This design comes from an exercise in tuning for small area on the open sky130 flow, not from production work. At most, simulation tests tie the RTL to the original design; equivalence was not proved. Power figures rest on the tool's default switching activity, not on a simulated workload.

== try-violet ==
==> flow/design.v (excerpt) <==
module npu (
    input  logic        clk,
    input  logic        rst_ni,
    input  logic        ena,
    input  logic        wea,
    input  logic [15:0] addra,
    input  logic [31:0] dina,
    output logic [31:0] douta
);
For scale: ~380 flip-flops, about 84 I/O pins, roughly 0.027 mm2 of cells after synthesis.
==> flow/config.mk <==
export PLATFORM = sky130hd
export DESIGN_NAME = npu
export DESIGN_NICKNAME = npu
export VERILOG_FILES = /design/flow/design.v
export SDC_FILE = /design/flow/constraint.sdc
export NUM_CORES = 4
export LEC_CHECK = 0
export CAP_MARGIN = 20
export CORE_MARGIN = 2
export CORE_UTILIZATION = 60
export CTS_BUF_LIST = sky130_fd_sc_hd__clkbuf_8
export CTS_CLUSTER_DIAMETER = 80
export CTS_CLUSTER_SIZE = 16
export GPL_TIMING_DRIVEN = 0
export PLACE_DENSITY = 0.75
export SLEW_MARGIN = 20
export SYNTH_HIERARCHICAL = 1
==> flow/constraint.sdc <==
create_clock -name core_clock -period 12.0 [get_ports {clk}]
set_input_delay 2.4000 -clock core_clock [delete_from_list [all_inputs] [get_ports {clk}]]
set_output_delay 2.4000 -clock core_clock [all_outputs]
set_load 0.01 [all_outputs]
standard.sh (not shown) runs the stock make flow with config.mk's settings and CLKGATE_MAP_FILE= SYNTH_SCRIPT=/design/flow/synth_recipe.tcl, a recipe that flattens the netlist after the stock synthesis.
==> flow/flow/run.sh <==
#!/bin/bash
# The standard ORFS layout (standard.sh), with different buffering:
#  - each port gets a sky130_fd_sc_hd__buf_1 buffer instead of buffer_ports' default cell;
#  - the constant-1 inputs of the adder cells share one tie cell per module (no tie fanout repair).
# repair_design, CTS and repair_timing run as in the standard flow.
set -euo pipefail
cp config.mk flow_config.mk
cat >> flow_config.mk <<'CFG'
export BUFFER_PORTS_ARGS = -buffer_cell sky130_fd_sc_hd__buf_1
export REMOVE_ABC_BUFFERS = 1
export SKIP_REPAIR_TIE_FANOUT = 1
CFG
sed "s#DESIGN_CONFIG=[^ ]*#DESIGN_CONFIG=$PWD/flow_config.mk#" standard.sh > flow_standard.sh
bash flow_standard.sh > flow_standard.log 2>&1
Modified inputs, try-juniper compared to try-violet
--- a/flow/design.v
+++ b/flow/design.v
@@ -625,19 +625,22 @@
             state_n    = S_IDLE;
             pe_ready_n = 1'b0;
         end
     end
     always_ff @(posedge clk) begin
         state    <= state_n;
         pe_ready <= pe_ready_n;
         {host_pack_clear, host_conv_w_clear, host_img_clear,
          host_pe_clear, host_next_state, host_trigger} <= ctl_n;
-        pack_in_valid <= !rst && state == S_CONV1_CAL;
+        if (rst)                          pack_in_valid <= 1'b0;
+        else if (state == S_CONV1_LD)     pack_in_valid <= 1'b0;
+        else if (state == S_CONV1_CAL)    pack_in_valid <= 1'b1;
+        else if (state == S_CONV2_LD)     pack_in_valid <= 1'b0;
         if (rst)                          done_reg <= 1'b0;
         else if (state == S_DONE)         done_reg <= 1'b1;
     end
     wire ld_img = wr && sel == 3'd1 && !ctl_n[3];
     wire ld_w   = wr && sel == 3'd2 && !ctl_n[4];
     always_ff @(posedge clk) begin
         if (ld_img)
             for (int i = 0; i < 3; i++) begin
                 img[(i*3+2)*8 +: 8] <= img[(i*3+1)*8 +: 8];
@@ -676,19 +679,19 @@
                         : (col_live[2] ? img[5*8 +: 8] : 8'd0);
     assign cv[1] = (take && !w_shifted) ? conv_w[4*8 +: 8] : conv_w[5*8 +: 8];
     assign cu[2] = take ? (live01[0] ? (img_shifted ? img[7*8 +: 8] : img[6*8 +: 8]) : 8'd0)
                         : (col_live[1] ? img[7*8 +: 8] : 8'd0);
     assign cv[2] = (take && !w_shifted) ? conv_w[6*8 +: 8] : conv_w[7*8 +: 8];
     wire [19:0] conv_xr = take ? conv_x : CONV_K1;
     wire [19:0] conv_val = conv_x;
     always_ff @(posedge clk) begin
         conv_x <= dot_r;
-        conv_zero <= ~pe_ready;      
+        if (take) conv_zero <= ~pe_ready;
         if (rst)
             result_reg <= 20'd0;
         else if (state == S_CONV1_CAL)
             result_reg <= (conv_zero || conv_val[19]) ? 20'd0 : conv_val;
         else if (state == S_CONV2_CAL)
             result_reg <= conv_zero ? 20'd0 : conv_val;
     end
     always_ff @(posedge clk) begin
         if (rst || host_pack_clear) begin
==> run summary <==
Looking at time the final worst path needs with I/O delays and setup across try-violet and try-juniper, the one that comes out higher is try-juniper. Diff try-violet..try-juniper | standard cell area after detailed placement | negligible. As far as area growth from synthesis to final layout is concerned, try-juniper and try-violet perform about the same. Going from try-violet to try-juniper, clock power grew by a little under 10%. The detail-routed via count per cell of try-juniper falls short of that of try-violet by about 0.4%. The higher number of global-route vias before repair came out of try-juniper. | required time at the worst-slack endpoint | try-juniper vs try-violet | 50 ps lower |. Peak fanout along the critical path (try-juniper over try-violet): increase, 4. Re total detailed-routing wirelength: try-violet was higher than try-juniper. Synthesized netlist cell count, try-violet and try-juniper: smaller value in try-violet. ~same total number of vias in try-violet and try-juniper.
The RTL of try-juniper was laid out without a check of its function.

---

Setup of job 8468:
Another version of the RTL of npu (not shown whole).
Size in the first run: roughly 2400 cells after synthesis, about 380 flip-flops, roughly 30000 um2 of cells after synthesis.
==> flow/design.v (excerpt) <==
module npu (
    input  logic        clk,
    input  logic        rst_ni,
    input  logic        ena,
    input  logic        wea,
    input  logic [15:0] addra,
    input  logic [31:0] dina,
    output logic [31:0] douta
);
clock: 12.0 ns
lec_check: 0
cap_margin: 20
core_margin: 2
core_utilization: 60
cts_buf_list: sky130_fd_sc_hd__clkbuf_8
cts_cluster_diameter: 80
cts_cluster_size: 16
gpl_timing_driven: 0
place_density: 0.75
slew_margin: 20
synth_hierarchical: 1
Scripts as last shown in full above: flow/flow/run.sh
### job 8468 -> job 5831
--- a/flow/design.v
+++ b/flow/design.v
@@ -182,20 +182,20 @@
     input  logic [19:0] x,
     output logic [19:0] r
 );
   wire [2:0] lc = ~(fi | fw);    
   wire [7:0] u0 = ph2 ? (live[1] ? (shi ? di[23:16] : di[15:8]) : 8'd0) : (lc[2] ? di[23:16] : 8'd0);
   wire [7:0] v0 = (ph2 && !shw) ? dw[15:8] : dw[23:16];
   wire [7:0] u1 = ph2 ? (live[1] ? (shi ? di[47:40] : di[39:32]) : 8'd0) : (lc[2] ? di[47:40] : 8'd0);
   wire [7:0] v1 = (ph2 && !shw) ? dw[39:32] : dw[47:40];
-  wire [7:0] u2 = ph2 ? (live[0] ? (shi ? di[15:8] : di[7:0]) : 8'd0) : (lc[0] ? di[55:48] : 8'd0);
-  wire [7:0] v2 = ph2 ? (shw ? dw[15:8] : dw[7:0]) : dw[55:48];
-  wire [7:0] u3 = ph2 ? (live[0] ? (shi ? di[39:32] : di[31:24]) : 8'd0) : (lc[1] ? di[63:56] : 8'd0);
-  wire [7:0] v3 = ph2 ? (shw ? dw[39:32] : dw[31:24]) : dw[63:56];
+  wire [7:0] u2 = ph2 ? (live[0] ? (shi ? di[63:56] : di[55:48]) : 8'd0) : (lc[1] ? di[63:56] : 8'd0);
+  wire [7:0] v2 = (ph2 && !shw) ? dw[55:48] : dw[63:56];
+  wire [7:0] u3 = ph2 ? (live[0] ? (shi ? di[39:32] : di[31:24]) : 8'd0) : (lc[0] ? di[7:0] : 8'd0);
+  wire [7:0] v3 = ph2 ? (shw ? dw[39:32] : dw[31:24]) : dw[7:0];
   wire [7:0] u4 = (!ph2 && lc[2]) ? di[71:64] : 8'd0;
   wire [7:0] v4 = dw[71:64];
   wire [19:0] xr = ph2 ? x : 20'd722176;
   wire [63:0] p0, p1, p2, p3, p4;
   pp8 u_pp0 (.un(~u0), .vn(~v0), .p(p0));
   pp8 u_pp1 (.un(~u1), .vn(~v1), .p(p1));
   pp8 u_pp2 (.un(~u2), .vn(~v2), .p(p2));
   pp8 u_pp3 (.un(~u3), .vn(~v3), .p(p3));
==> comparison <==
- Summary — worst relative slew slack, job 5831 relative to job 8468: higher, by 1.2 points.
- Taking job 8468 as the reference, in job 5831 area growth from synthesis to layout decreased 0.33 points, total instance count after detailed placement held steady, share of cells above drive strength 1 now sits lower, sequential cell count comparable, final non-filler cell area decreased by 0.39% relative to the old numbers.
- Per the comparison of job 5831 with job 8468, total power went down; final-layout worst hold slack shows a reduction of 0.0053 ns.
- Post-layout minimum cycle time: job 5831 vs job 8468 up 0.40 ns
- In the metrics for job 5831 and job 8468, the one carrying the lower fraction of power consumed by the clock network is job 5831.
- The critical path depth of job 5831 is higher than that of job 8468.
- Aggregate routed wire length ended up about 1% lower on job 5831 than on job 8468.
- Between job 5831 and job 8468, the multi-input combinational area share is higher for job 5831.

[what the ideal ports hide]
How much do the figures lean on ideal ports? The routed layouts below were timed once more, with nothing changed but the port constraints.
Step 1, drivers: a clkbuf_16 drives clk and a buf_2 each remaining input, both assumed.
Step 2 adds t to the input delays and takes it off the output delays; t is the mean of the earliest and latest rising clock arrival at the registers after step 1. Input paths then give back, and output paths get back, about the clock's delay inside the block.
Three values: no drivers, after step 1, after step 2; two values: the first two.
run	t (ns)	slack for setup (ns)	worst data-port slew with drivers (ns)
try-violet	0.708	0.415 / 0.415 / 0.415	0.04
try-juniper	0.657	0.387 / 0.387 / 0.387	0.05
job 8468	0.734	1.051 / 1.051 / 1.051	0.11
job 5831	0.712	0.654 / 0.654 / 0.654	0.10
After both steps every run listed still meets setup and hold.
